What follows belongs to an exercise in optimizing a design on an open flow for small area; a production flow would make more cautious choices.
The RTL was checked by simulation tests, not by an equivalence proof against the original design.
The clock port is modelled as an ideal driver, which makes a skipped or thinned clock tree look cheaper than it is; a real chip needs a root buffer or a tree.
No activity file was given, so power comes from the tool's default toggle rates.

==> trial 44: inputs <==
## stopwatch
module stopwatch (
    input clk,
    input pb_rst,
    input pb_pause,
    input sw_select,
    input sw_mode,
    output [6:0] seven_seg,
    output [3:0] anode_count,
    output [1:0] Led
);
==> module stopwatch, before the edit <==
module stopwatch (
    input clk,
    input pb_rst,
    input pb_pause,
    input sw_select,
    input sw_mode,
    output [6:0] seven_seg,
    output [3:0] anode_count,
    output [1:0] Led
);
  wire rst = pb_rst;
  reg [3:0] q;
  reg [9:0] b;
  reg par;
  reg [2:0] k;
  wire slot_end = ~q[2] & ~q[1] & ~q[0];
  wire [10:0] b_inc = {1'b0, b} + {10'd0, slot_end};
  wire tick = b_inc[10];
  wire [3:0] k_inc = {1'b0, k} + {3'd0, tick};
  wire k_wrap = k_inc[3];
  always @(posedge clk) begin
    if (rst) begin
      q <= 4'b0111;
      b <= 10'd1023;
      par <= 1'b0;
      k <= 3'd3;
    end else begin
      q <= {~q[2:0], q[3] ^ (q[2] & ~q[0])};
      b <= b_inc[9:0] | {5'd0, tick, tick, 3'd0};
      par <= par ^ tick;
      k <= k_inc[2:0] | {1'b0, k_wrap, k_wrap};
    end
  end
  wire clk10 = par ^ tick;
  reg [16:0] p;
  reg pause;
  wire p_x = (p == 17'h05555);
  always @(posedge clk) begin
    if (rst | ~pb_pause) p <= 17'h155d4;
    else p <= {~p[15:0], (p[16] ^ p[13]) | p_x};
    if (rst) pause <= 1'b0;
    else if (p_x) pause <= ~pause;
  end
  reg [3:0] s1;
  reg [2:0] s10;
  reg [3:0] m1;
  reg [2:0] m10;
  wire upd = tick & ~pause & ~k[2] & (~par | sw_mode);
  wire selmin = sw_mode & sw_select;
  wire s1_9 = s1[3] & s1[0];
  wire s_max = s1_9 & s10[2] & s10[0];
  wire m1_9 = m1[3] & m1[0];
  wire m_max = m1_9 & m10[2] & m10[0];
  wire m_63 = m10[2] & m10[1] & m1[1] & m1[0];
  wire s_inc = upd & ~selmin;
  wire m_inc = upd & (selmin | s_max);
  always @(posedge clk) begin
    if (rst) begin
      s1 <= 4'd0;
      s10 <= 3'd0;
      m1 <= 4'd0;
      m10 <= 3'd0;
    end else begin
      if (s_inc) begin
        if (s1_9) begin
          s1 <= 4'd0;
          s10 <= (s10[2] & s10[0]) ? 3'd0 : s10 + 3'd1;
        end else s1 <= s1 + 4'd1;
      end
      if (m_inc) begin
        if ((m_max & s_max) | m_63) begin
          m1 <= 4'd0;
          m10 <= 3'd0;
        end else if (m1_9) begin
          m1 <= 4'd0;
          m10 <= m10 + 3'd1;
        end else m1 <= m1 + 4'd1;
      end
    end
  end
  reg [3:0] dig;
  always @(*) begin
    case (b[1:0])
      2'd3: dig = {1'b0, m10};
      2'd0: dig = m1;
      2'd1: dig = {1'b0, s10};
      default: dig = s1;
    endcase
  end
  reg [6:0] seg;
  always @(*) begin
    case (dig)
      4'd0: seg = 7'b0000001;
      4'd1: seg = 7'b1001111;
      4'd2: seg = 7'b0010010;
      4'd3: seg = 7'b0000110;
      4'd4: seg = 7'b1001100;
      4'd5: seg = 7'b0100100;
      4'd6: seg = 7'b0100000;
      4'd7: seg = 7'b0001111;
      4'd8: seg = 7'b0000000;
      4'd9: seg = 7'b0000100;
      default: seg = 7'b1111111;
    endcase
  end
  wire show_min = b[1] ~^ b[0];
  wire blank = clk10 & sw_mode & ~pause & ~(sw_select ^ show_min);
  assign seven_seg = seg | {7{blank}};
  assign anode_count = {b[1:0] != 2'd3, b[1:0] != 2'd0, b[1:0] != 2'd1, b[1:0] != 2'd2};
  assign Led = {pause, rst};
endmodule
clock: 10.0 ns
lec_check: 0
cap_margin: 20
core_margin: 2
core_utilization: 40
slew_margin: 20
standard.sh (not shown) runs the stock make flow with config.mk's settings and CLKGATE_MAP_FILE= SYNTH_SCRIPT=/design/flow/synth_recipe.tcl, a recipe that flattens the netlist after the stock synthesis.
==> flow/flow/run.sh <==
#!/bin/bash
# Own layout flow: the standard ORFS flow, with
#  - synthesis mapped by an area-oriented abc script (flow/abc.script) and no
#    half/full-adder extraction; everything else in synth_recipe.tcl unchanged
#  - small buffers on the ports
#  - a clock tree of one buffer (flow/pre_cts.tcl)
set -euo pipefail
W=$PWD
cat > $W/my_synth.tcl <<EOS
proc abc {args} {
  set i [lsearch -exact \$args -script]
  if {\$i >= 0} { set args [lreplace \$args [expr {\$i + 1}] [expr {\$i + 1}] $W/flow/abc.script] }
  yosys abc {*}\$args
}
source $W/synth_recipe.tcl
EOS
export FLOW_CLK_BUF=sky130_fd_sc_hd__buf_6
export FLOW_CLK_K=3
bash standard.sh SYNTH_SCRIPT=$W/my_synth.tcl ADDER_MAP_FILE= \
  "BUFFER_PORTS_ARGS=-buffer_cell sky130_fd_sc_hd__buf_1" \
  PRE_CTS_TCL=$W/flow/pre_cts.tcl \
  finish > $W/standard.log 2>&1
==> flow/flow/abc.script <==
strash
&get -n
&deepsyn -J 300 -S 2
&dch -f
&nf -R 1000 -a
&put
mfs3 -ae
topo
==> flow/flow/pre_cts.tcl <==
# Clock tree: the flip-flops are split into CLK_K groups by position (k-means);
# each group gets one clock buffer at its centroid, and the clock port drives
# only those buffers.
set block [ord::get_db_block]
set dbu [$block getDbUnitsPerMicron]
set k $::env(FLOW_CLK_K)
set pins {}
foreach it [[$block findNet clk] getITerms] {
  set loc [[$it getInst] getLocation]
  lappend pins [list [$it getName] [expr {double([lindex $loc 0]) / $dbu}] [expr {double([lindex $loc 1]) / $dbu}]]
}
set pins [lsort -real -index 1 $pins]
set n [llength $pins]
# initial centres: spread along x
set cents {}
for {set c 0} {$c < $k} {incr c} {
  set p [lindex $pins [expr {int(($c + 0.5) * $n / $k)}]]
  lappend cents [list [lindex $p 1] [lindex $p 2]]
}
for {set iter 0} {$iter < 20} {incr iter} {
  set groups {}
  for {set c 0} {$c < $k} {incr c} { lappend groups {} }
  foreach p $pins {
    set best 0
    set bd 1e30
    for {set c 0} {$c < $k} {incr c} {
      set cc [lindex $cents $c]
      set d [expr {abs([lindex $p 1] - [lindex $cc 0]) + abs([lindex $p 2] - [lindex $cc 1])}]
      if {$d < $bd} { set bd $d; set best $c }
    }
    lset groups $best [concat [lindex $groups $best] [list $p]]
  }
  set cents {}
  foreach g $groups {
    set sx 0.0
    set sy 0.0
    foreach p $g { set sx [expr {$sx + [lindex $p 1]}]; set sy [expr {$sy + [lindex $p 2]}] }
    set m [llength $g]
    if {$m == 0} { set m 1 }
    lappend cents [list [expr {$sx / $m}] [expr {$sy / $m}]]
  }
}
set c 0
foreach g $groups cc $cents {
  if {[llength $g] == 0} { continue }
  set loads {}
  foreach p $g { lappend loads [get_pins [lindex $p 0]] }
  puts "clock buffer $c: [llength $g] sinks at $cc"
  insert_buffer -buffer_cell $::env(FLOW_CLK_BUF) -net clk -load_pins $loads -location $cc -buffer_name clkbuf_$c -net_name clk_leaf_$c
  incr c
}
rename clock_tree_synthesis orig_clock_tree_synthesis
proc clock_tree_synthesis {args} {
  puts "clock_tree_synthesis skipped: the clock buffers were inserted by pre_cts.tcl"
}
==> inputs of build 32, as changes to trial 44 <==
--- a/flow/design.v
+++ b/flow/design.v
@@ -11,25 +11,24 @@
   wire rst = pb_rst;
-  reg [3:0] q;
+  reg [4:0] q;
   reg [9:0] b;
-  reg par;
-  reg [2:0] k;
-  wire slot_end = ~q[2] & ~q[1] & ~q[0];
+  reg [3:0] d;
+  wire slot_end = q[4] & q[3];
   wire [10:0] b_inc = {1'b0, b} + {10'd0, slot_end};
   wire tick = b_inc[10];
-  wire [3:0] k_inc = {1'b0, k} + {3'd0, tick};
-  wire k_wrap = k_inc[3];
+  wire [4:0] d_inc = {1'b0, d} + {4'd0, tick};
+  wire d_wrap = d_inc[4];
   always @(posedge clk) begin
     if (rst) begin
-      q <= 4'b0111;
+      q <= 5'b10010;
       b <= 10'd1023;
-      par <= 1'b0;
-      k <= 3'd3;
+      d <= 4'd6;
     end else begin
-      q <= {~q[2:0], q[3] ^ (q[2] & ~q[0])};
+      q <= ~{q[3:0], q[4]};
       b <= b_inc[9:0] | {5'd0, tick, tick, 3'd0};
-      par <= par ^ tick;
-      k <= k_inc[2:0] | {1'b0, k_wrap, k_wrap};
+      d <= d_inc[3:0] | {1'b0, d_wrap, d_wrap, 1'b0};
     end
   end
-  wire clk10 = par ^ tick;
+  wire clk10 = d[0] ^ tick;
+  wire d_first  = ~d[3] & ~d[0];
+  wire d_second = ~d[2] & d[1] & d[0];
   reg [16:0] p;
@@ -47,3 +46,3 @@
   reg [2:0] m10;
-  wire upd = tick & ~pause & ~k[2] & (~par | sw_mode);
+  wire upd = tick & ~pause & (d_first | (sw_mode & d_second));
   wire selmin = sw_mode & sw_select;
--- a/flow/flow/run.sh
+++ b/flow/flow/run.sh
@@ -5,3 +5,3 @@
 #  - small buffers on the ports
-#  - a clock tree of one buffer (flow/pre_cts.tcl)
+#  - a clock tree with no dummy loads
 set -euo pipefail
@@ -16,7 +16,5 @@
 EOS
-export FLOW_CLK_BUF=sky130_fd_sc_hd__buf_6
-export FLOW_CLK_K=3
 bash standard.sh SYNTH_SCRIPT=$W/my_synth.tcl ADDER_MAP_FILE= \
   "BUFFER_PORTS_ARGS=-buffer_cell sky130_fd_sc_hd__buf_1" \
-  PRE_CTS_TCL=$W/flow/pre_cts.tcl \
+  "CTS_ARGS=-repair_clock_nets -dont_use_dummy_load -sink_clustering_enable -sink_clustering_size 60 -sink_clustering_max_diameter 400 -buf_list sky130_fd_sc_hd__clkbuf_8 -root_buf sky130_fd_sc_hd__clkbuf_8" \
   finish > $W/standard.log 2>&1
==> flow/flow/abc.script (replaced) <==
strash
dc2
&get -n
&dch -f
&nf -R 1000 -a
&put
removed: flow/flow/pre_cts.tcl
==> inputs of build 53, as changes to trial 44 <==
--- a/flow/design.v
+++ b/flow/design.v
@@ -11,25 +11,24 @@
   wire rst = pb_rst;
-  reg [3:0] q;
+  reg [4:0] q;
   reg [9:0] b;
-  reg par;
-  reg [2:0] k;
-  wire slot_end = ~q[2] & ~q[1] & ~q[0];
+  reg [3:0] d;
+  wire slot_end = q[4] & q[3];
   wire [10:0] b_inc = {1'b0, b} + {10'd0, slot_end};
   wire tick = b_inc[10];
-  wire [3:0] k_inc = {1'b0, k} + {3'd0, tick};
-  wire k_wrap = k_inc[3];
+  wire [4:0] d_inc = {1'b0, d} + {4'd0, tick};
+  wire d_wrap = d_inc[4];
   always @(posedge clk) begin
     if (rst) begin
-      q <= 4'b0111;
+      q <= 5'b10010;
       b <= 10'd1023;
-      par <= 1'b0;
-      k <= 3'd3;
+      d <= 4'd6;
     end else begin
-      q <= {~q[2:0], q[3] ^ (q[2] & ~q[0])};
+      q <= ~{q[3:0], q[4]};
       b <= b_inc[9:0] | {5'd0, tick, tick, 3'd0};
-      par <= par ^ tick;
-      k <= k_inc[2:0] | {1'b0, k_wrap, k_wrap};
+      d <= d_inc[3:0] | {1'b0, d_wrap, d_wrap, 1'b0};
     end
   end
-  wire clk10 = par ^ tick;
+  wire clk10 = d[0] ^ tick;
+  wire d_first  = ~d[3] & ~d[0];
+  wire d_second = ~d[2] & d[1] & d[0];
   reg [16:0] p;
@@ -47,3 +46,3 @@
   reg [2:0] m10;
-  wire upd = tick & ~pause & ~k[2] & (~par | sw_mode);
+  wire upd = tick & ~pause & (d_first | (sw_mode & d_second));
   wire selmin = sw_mode & sw_select;
--- a/flow/flow/run.sh
+++ b/flow/flow/run.sh
@@ -16,3 +16,3 @@
 EOS
-export FLOW_CLK_BUF=sky130_fd_sc_hd__buf_6
+export FLOW_CLK_BUF=sky130_fd_sc_hd__clkbuf_8
 export FLOW_CLK_K=3
==> flow/flow/abc.script (replaced) <==
strash
&get -n
&deepsyn -T 30 -S 2
&dch -f
&nf -R 1000 -a
&put
==> summary.txt <==
In trial 44 the flip-flop and latch count is lower than in build 32, by 1.
The lowest critical path depth belongs to build 53, the highest to trial 44.
Wire length, lowest first: trial 44, build 53, build 32.
Of build 53 and build 32, build 32 has the higher cell count (gap 6.3%, measured against build 32).
The lowest global-route usage belongs to trial 44, the highest to build 32.
The highest setup slack belongs to build 32, the lowest to build 53.
The highest clock skew belongs to build 32, the lowest to build 53.
The highest first-iteration DRC count belongs to build 32, the lowest to trial 44.
Sequential share of layout area, lowest first: build 32, build 53, trial 44.
==> figures <==
                                                                           trial 44         build 53         build 32
Tot Pwr                                                                  0.000300 W       0.000340 W       0.000370 W
Compound-cell area share of the yosys netlist                                 13.9%            15.3%            15.8%
Starting DRC count in detailed routing                                           75               79               99
Number of multi-input combinational cells                                       160              160              168
Fraction of synthesized cell area in xor and xnor cells                       4.16%            4.06%            3.58%
Met3 track utilization from global routing                                    1.24%            1.37%            2.98%
Outcome                                                    timing/DRC/antenna clean  timing/DRC/antenna clean  timing/DRC/antenna clean
Fraction of the mapped netlist area in simple logic gates                     27.4%            25.0%            26.6%
Power per cell area                                                     146 mW/mm^2      162 mW/mm^2      171 mW/mm^2
Sequential power share                                                        68.9%            64.6%            59.5%
Leakage power of the design                                                0.781 nW         0.805 nW         0.829 nW
Worst Path Max Fanout                                                             6                5                9
Final Util                                                                    44.1%            44.9%            45.9%
Start point of the worst min-delay path                             p[5]$_SDFF_PP0_  p[6]$_SDFF_PP1_  q[0]$_SDFF_PP0_
Routed wirelength normalized by instance count                              11.2 um          11.4 um          11.1 um
Worst reg2reg startpoint                                            q[2]$_SDFF_PP1_  b[0]$_SDFF_PP1_  b[0]$_SDFF_PP1_
Ratio of final minimum period to clock period                                 55.1%            56.9%            51.5%
Register clock-pin slew on the reported worst setup and hold paths           120 ps           100 ps            80 ps
Launch point of the critical path                                   q[2]$_SDFF_PP1_        sw_select  b[0]$_SDFF_PP1_
Number of gates on the worst path with buffers counted                           13                9               10
In trial 44 and build 53 the design's own scripts or RTL, not TritonCTS, make the clock network.

[static timing again, ports no longer ideal]
The flow's constraints put no driver on any port. The routed layouts listed below were extracted and timed again, unchanged, in two steps. Step 1, drivers: a clkbuf_16 drives clk and a buf_2 each remaining input, both assumed. Step 2 adds t to the input delays and takes it off the output delays; t is the mean of the earliest and latest rising clock arrival at the registers after step 1. Input paths then give back, and output paths get back, about the clock's delay inside the block. a / b / c = ideal / step 1 / step 2; a / b = the first two.
run	t, ns	slack for setup (ns)	worst hold slack (ns)	worst register clock-pin slew, ns
trial 44	0.178	4.493 / 4.445 / 4.512	0.394 / 0.394 / 0.394	0.12 / 0.11
build 32	0.315	4.854 / 4.829 / 4.910	0.379 / 0.379 / 0.379	0.09 / 0.09
build 53	0.198	4.306 / 4.269 / 4.269	0.382 / 0.382 / 0.382	0.10 / 0.10
After both steps every run listed still meets setup and hold. For build 53, which loses most, drivers alone change the setup slack by -0.037 ns; drivers and shift together by -0.037 ns.
